This is an optimization exercise on Yosys and OpenROAD, whose aim is small area, not a production implementation.
Function was checked by simulation only, so behaviour that the tests miss may differ from the original.
No activity file was given, so power comes from the tool's default toggle rates.

==> flow/design.v <==
module vending_machine (
	clk,
	reset_n,
	i_input_coin,
	i_select_item,
	i_trigger_return,
	o_available_item,
	o_output_item,
	o_return_coin
);
	input clk;
	input reset_n;
	input [3-1:0] i_input_coin;
	input [4-1:0] i_select_item;
	input i_trigger_return;
	output [4-1:0] o_available_item;
	output [4-1:0] o_output_item;
	output [3-1:0] o_return_coin;
	localparam [3:0] S_T0  = 4'd4;
	localparam [3:0] S_T1  = 4'd5;
	localparam [3:0] S_T2  = 4'd6;
	localparam [3:0] S_T3  = 4'd7;
	localparam [3:0] S_T4  = 4'd8;
	localparam [3:0] S_T5  = 4'd9;
	localparam [3:0] S_T6  = 4'd10;
	localparam [3:0] S_T7  = 4'd11;
	localparam [3:0] S_T8  = 4'd12;
	localparam [3:0] S_T9  = 4'd13;
	localparam [3:0] S_T10 = 4'd14;
	localparam [3:0] S_O0  = 4'd0;
	localparam [3:0] S_O1  = 4'd1;
	localparam [3:0] S_O2  = 4'd2;
	localparam [3:0] S_O3  = 4'd3;
	localparam [3:0] S_RET = 4'd15;
	localparam HB = 21;
	localparam [2:0] RC0 = 3'd0;
	localparam [2:0] RC1 = 3'd1;
	localparam [2:0] RC2 = 3'd3;
	localparam [2:0] RC3 = 3'd2;
	localparam [2:0] RC4 = 3'd6;
	reg [HB-1:0] h;
	reg [1:0] m;
	reg [2:0] r;                                 
	reg [3:0] state;
	wire h_nz = |h;
	wire r4 = (r == RC4);
	wire r_nz = (r != RC0);
	wire ge5  = h_nz | (m != 2'd0);
	wire ge1  = ge5 | r_nz;
	wire ge4  = ge5 | r4;
	wire ge10 = h_nz | m[1];
	wire ge20 = h_nz;
	wire returning = (state == S_RET);
	reg op_p1, op_p5, op_p10, op_m1, op_m4, op_m5, op_m10, op_m20;
	reg [3:0] state_nxt;
	reg [3:0] s_dec;
	always @(*) begin
		case (state)
			S_T1: s_dec = S_T0;
			S_T2: s_dec = S_T1;
			S_T3: s_dec = S_T2;
			S_T4: s_dec = S_T3;
			S_T5: s_dec = S_T4;
			S_T6: s_dec = S_T5;
			S_T7: s_dec = S_T6;
			S_T8: s_dec = S_T7;
			S_T9: s_dec = S_T8;
			S_T10: s_dec = S_T9;
			default: s_dec = S_T9;
		endcase
	end
	always @(*) begin
		{op_p1, op_p5, op_p10, op_m1, op_m4, op_m5, op_m10, op_m20} = 8'b0;
		if (returning) begin
			if (ge10) op_m10 = 1'b1;
			else if (ge5) op_m5 = 1'b1;
			else if (ge1) op_m1 = 1'b1;
			state_nxt = ge1 ? S_RET : S_T10;
		end
		else if (i_trigger_return)
			state_nxt = S_RET;
		else if (i_input_coin[0]) begin
			op_p1 = 1'b1;
			state_nxt = S_T10;
		end
		else if (i_input_coin[1]) begin
			op_p5 = 1'b1;
			state_nxt = S_T10;
		end
		else if (i_input_coin[2]) begin
			op_p10 = 1'b1;
			state_nxt = S_T10;
		end
		else if (i_select_item[0]) begin
			op_m4 = ge4;
			state_nxt = ge4 ? S_O0 : S_T10;
		end
		else if (i_select_item[1]) begin
			op_m5 = ge5;
			state_nxt = ge5 ? S_O1 : S_T10;
		end
		else if (i_select_item[2]) begin
			op_m10 = ge10;
			state_nxt = ge10 ? S_O2 : S_T10;
		end
		else if (i_select_item[3]) begin
			op_m20 = ge20;
			state_nxt = ge20 ? S_O3 : S_T10;
		end
		else if (!ge1)
			state_nxt = S_T10;
		else if (state == S_T0)
			state_nxt = S_RET;
		else
			state_nxt = s_dec;
	end
	wire r_inc = op_p1 | op_m4;
	wire r_dec = op_m1;
	reg [2:0] r_nxt;
	always @(*) begin
		r_nxt = r;
		if (r_inc)
			case (r)
				RC0: r_nxt = RC1;
				RC1: r_nxt = RC2;
				RC2: r_nxt = RC3;
				RC3: r_nxt = RC4;
				default: r_nxt = RC0;
			endcase
		else if (r_dec)
			case (r)
				RC1: r_nxt = RC0;
				RC2: r_nxt = RC1;
				RC3: r_nxt = RC2;
				RC4: r_nxt = RC3;
				default: r_nxt = RC4;
			endcase
	end
	wire m_p1 = (op_p1 & r4) | op_p5;
	wire m_m1 = (op_m1 & ~r_nz) | (op_m4 & ~r4) | op_m5;
	wire [3:0] m_sum = {2'b00, m} + (op_p10 ? 4'd2 : m_p1 ? 4'd1 : m_m1 ? 4'b1111 : op_m10 ? 4'b1110 : 4'd0);
	wire up = m_sum[3:2] == 2'b01;
	wire dn = (m_sum[3] == 1'b1) | op_m20;
	wire fwd_in = ~(h[HB-1] ^ h[HB-3]);
	wire bwd_in = ~(h[0] ^ h[HB-2]);
	wire [HB-1:0] h_nxt = up ? {h[HB-2:0], fwd_in} : dn ? {bwd_in, h[HB-1:1]} : h;
	always @(posedge clk) begin
		if (!reset_n) begin
			h <= 0;
			m <= 0;
			r <= RC0;
			state <= S_T10;
		end
		else begin
			h <= h_nxt;
			m <= m_sum[1:0];
			r <= r_nxt;
			state <= state_nxt;
		end
	end
	assign o_available_item = {ge20, ge10, ge5, ge4};
	assign o_output_item = {state == S_O3, state == S_O2, state == S_O1, state == S_O0};
	assign o_return_coin = returning ? {ge10, ~ge10 & ge5, ~ge5 & ge1} : 3'b000;
endmodule
Settings: LEC_CHECK=0, CAP_MARGIN=20, CORE_MARGIN=2, CORE_UTILIZATION=40, SLEW_MARGIN=20; clock period 7.0 ns.
standard.sh (not shown) runs the stock make flow with config.mk's settings and CLKGATE_MAP_FILE= SYNTH_SCRIPT=/design/flow/synth_recipe.tcl, a recipe that flattens the netlist after the stock synthesis.
==> flow/flow/run.sh <==
#!/bin/bash
# Own layout flow: the standard ORFS flow (standard.sh) with three changes.
#  - Synthesis runs the standard flow's synthesis script unchanged, except that ABC maps
#    the logic with flow/area.abc (deep AIG optimisation, then area-oriented
#    mapping) and Yosys's full/half-adder extraction is off
#    (ADDER_MAP_FILE empty). Registers are mapped before ABC, as before.
#  - Every port gets a buffer, of the smallest buffer cell (buf_1).
#  - The clock tree is built from clkbuf_4 cells, without dummy loads.
set -euo pipefail
W=$PWD
cat "$W/flow/abc_override.tcl" "$W/synth_recipe.tcl" > "$W/own_synth.tcl"
export MY_ABC_SCRIPT="$W/flow/area.abc"
export BUFFER_PORTS_ARGS="-buffer_cell sky130_fd_sc_hd__buf_1"
export CTS_ARGS="-sink_clustering_enable -repair_clock_nets -dont_use_dummy_load -buf_list sky130_fd_sc_hd__clkbuf_4 -root_buf sky130_fd_sc_hd__clkbuf_4"
bash standard.sh SYNTH_SCRIPT="$W/own_synth.tcl" ADDER_MAP_FILE= finish > "$W/standard.log" 2>&1
==> flow/flow/abc_override.tcl <==
# Run ABC with the script named by MY_ABC_SCRIPT instead of ORFS's.
proc abc {args} {
  set i [lsearch -exact $args -script]
  if { $i >= 0 } { lset args [expr {$i + 1}] $::env(MY_ABC_SCRIPT) }
  yosys abc {*}$args
}
==> flow/flow/area.abc <==
strash
&get -n
&deepsyn -J 100 -T 100
&put
dch -f
amap
Then changed:
--- a/flow/design.v
+++ b/flow/design.v
@@ -14,26 +14,26 @@
 	input [4-1:0] i_select_item;
 	input i_trigger_return;
 	output [4-1:0] o_available_item;
 	output [4-1:0] o_output_item;
 	output [3-1:0] o_return_coin;
-	localparam [3:0] S_T0  = 4'd4;
-	localparam [3:0] S_T1  = 4'd5;
-	localparam [3:0] S_T2  = 4'd6;
-	localparam [3:0] S_T3  = 4'd7;
-	localparam [3:0] S_T4  = 4'd8;
-	localparam [3:0] S_T5  = 4'd9;
-	localparam [3:0] S_T6  = 4'd10;
-	localparam [3:0] S_T7  = 4'd11;
-	localparam [3:0] S_T8  = 4'd12;
-	localparam [3:0] S_T9  = 4'd13;
-	localparam [3:0] S_T10 = 4'd14;
+	localparam [3:0] S_T0  = 4'd12;
+	localparam [3:0] S_T1  = 4'd6;
+	localparam [3:0] S_T2  = 4'd11;
+	localparam [3:0] S_T3  = 4'd5;
+	localparam [3:0] S_T4  = 4'd10;
+	localparam [3:0] S_T5  = 4'd13;
+	localparam [3:0] S_T6  = 4'd14;
+	localparam [3:0] S_T7  = 4'd15;
+	localparam [3:0] S_T8  = 4'd7;
+	localparam [3:0] S_T9  = 4'd3;
+	localparam [3:0] S_T10 = 4'd1;
 	localparam [3:0] S_O0  = 4'd0;
-	localparam [3:0] S_O1  = 4'd1;
-	localparam [3:0] S_O2  = 4'd2;
-	localparam [3:0] S_O3  = 4'd3;
-	localparam [3:0] S_RET = 4'd15;
+	localparam [3:0] S_O1  = 4'd2;
+	localparam [3:0] S_O2  = 4'd9;
+	localparam [3:0] S_O3  = 4'd8;
+	localparam [3:0] S_RET = 4'd4;
 	localparam HB = 21;
 	localparam [2:0] RC0 = 3'd0;
 	localparam [2:0] RC1 = 3'd1;
 	localparam [2:0] RC2 = 3'd3;
 	localparam [2:0] RC3 = 3'd2;
Result: Cell area is lower by 0.84%; power is lower by 17%; sequential power is lower by about 4%; die area is lower by 1.2%; sequential cell count is unchanged; core utilization is higher by 2.1 points; first-iteration DRC count is higher by 3.4%; critical path depth is higher by 3; global-route usage is higher by 1.4 points; via count is higher by 0.91%; wire length is higher by 5.0%; worst setup slack degrades by 420 ps; sequential share of layout area is higher by 0.31 points.

## what the ideal ports hide
Ports are ideal in the flow. The routed layouts listed here were re-timed in OpenROAD.
Step 1, drivers: a clkbuf_16 drives clk and a buf_2 each remaining input, both assumed.
Step 2, shift: input delay + t, output delay - t, t = (earliest + latest rising clock arrival at the registers) / 2. This alone moves slack from input paths to output paths.
Three values: ideal, step 1, step 2; two values: the first two.
run	t (ns)	setup slack, ns	latest minus earliest clock arrival (ns)	worst data-port slew with drivers (ns)
the first run	0.340	2.281 / 2.281 / 2.030	0.023 / 0.024	0.03
the second run	0.333	1.857 / 1.857 / 1.735	0.020 / 0.020	0.03
After both steps every run listed still meets setup and hold. The setup slack of the first run, which loses most, moves by 0.000 ns with the drivers and by -0.251 ns with both steps.
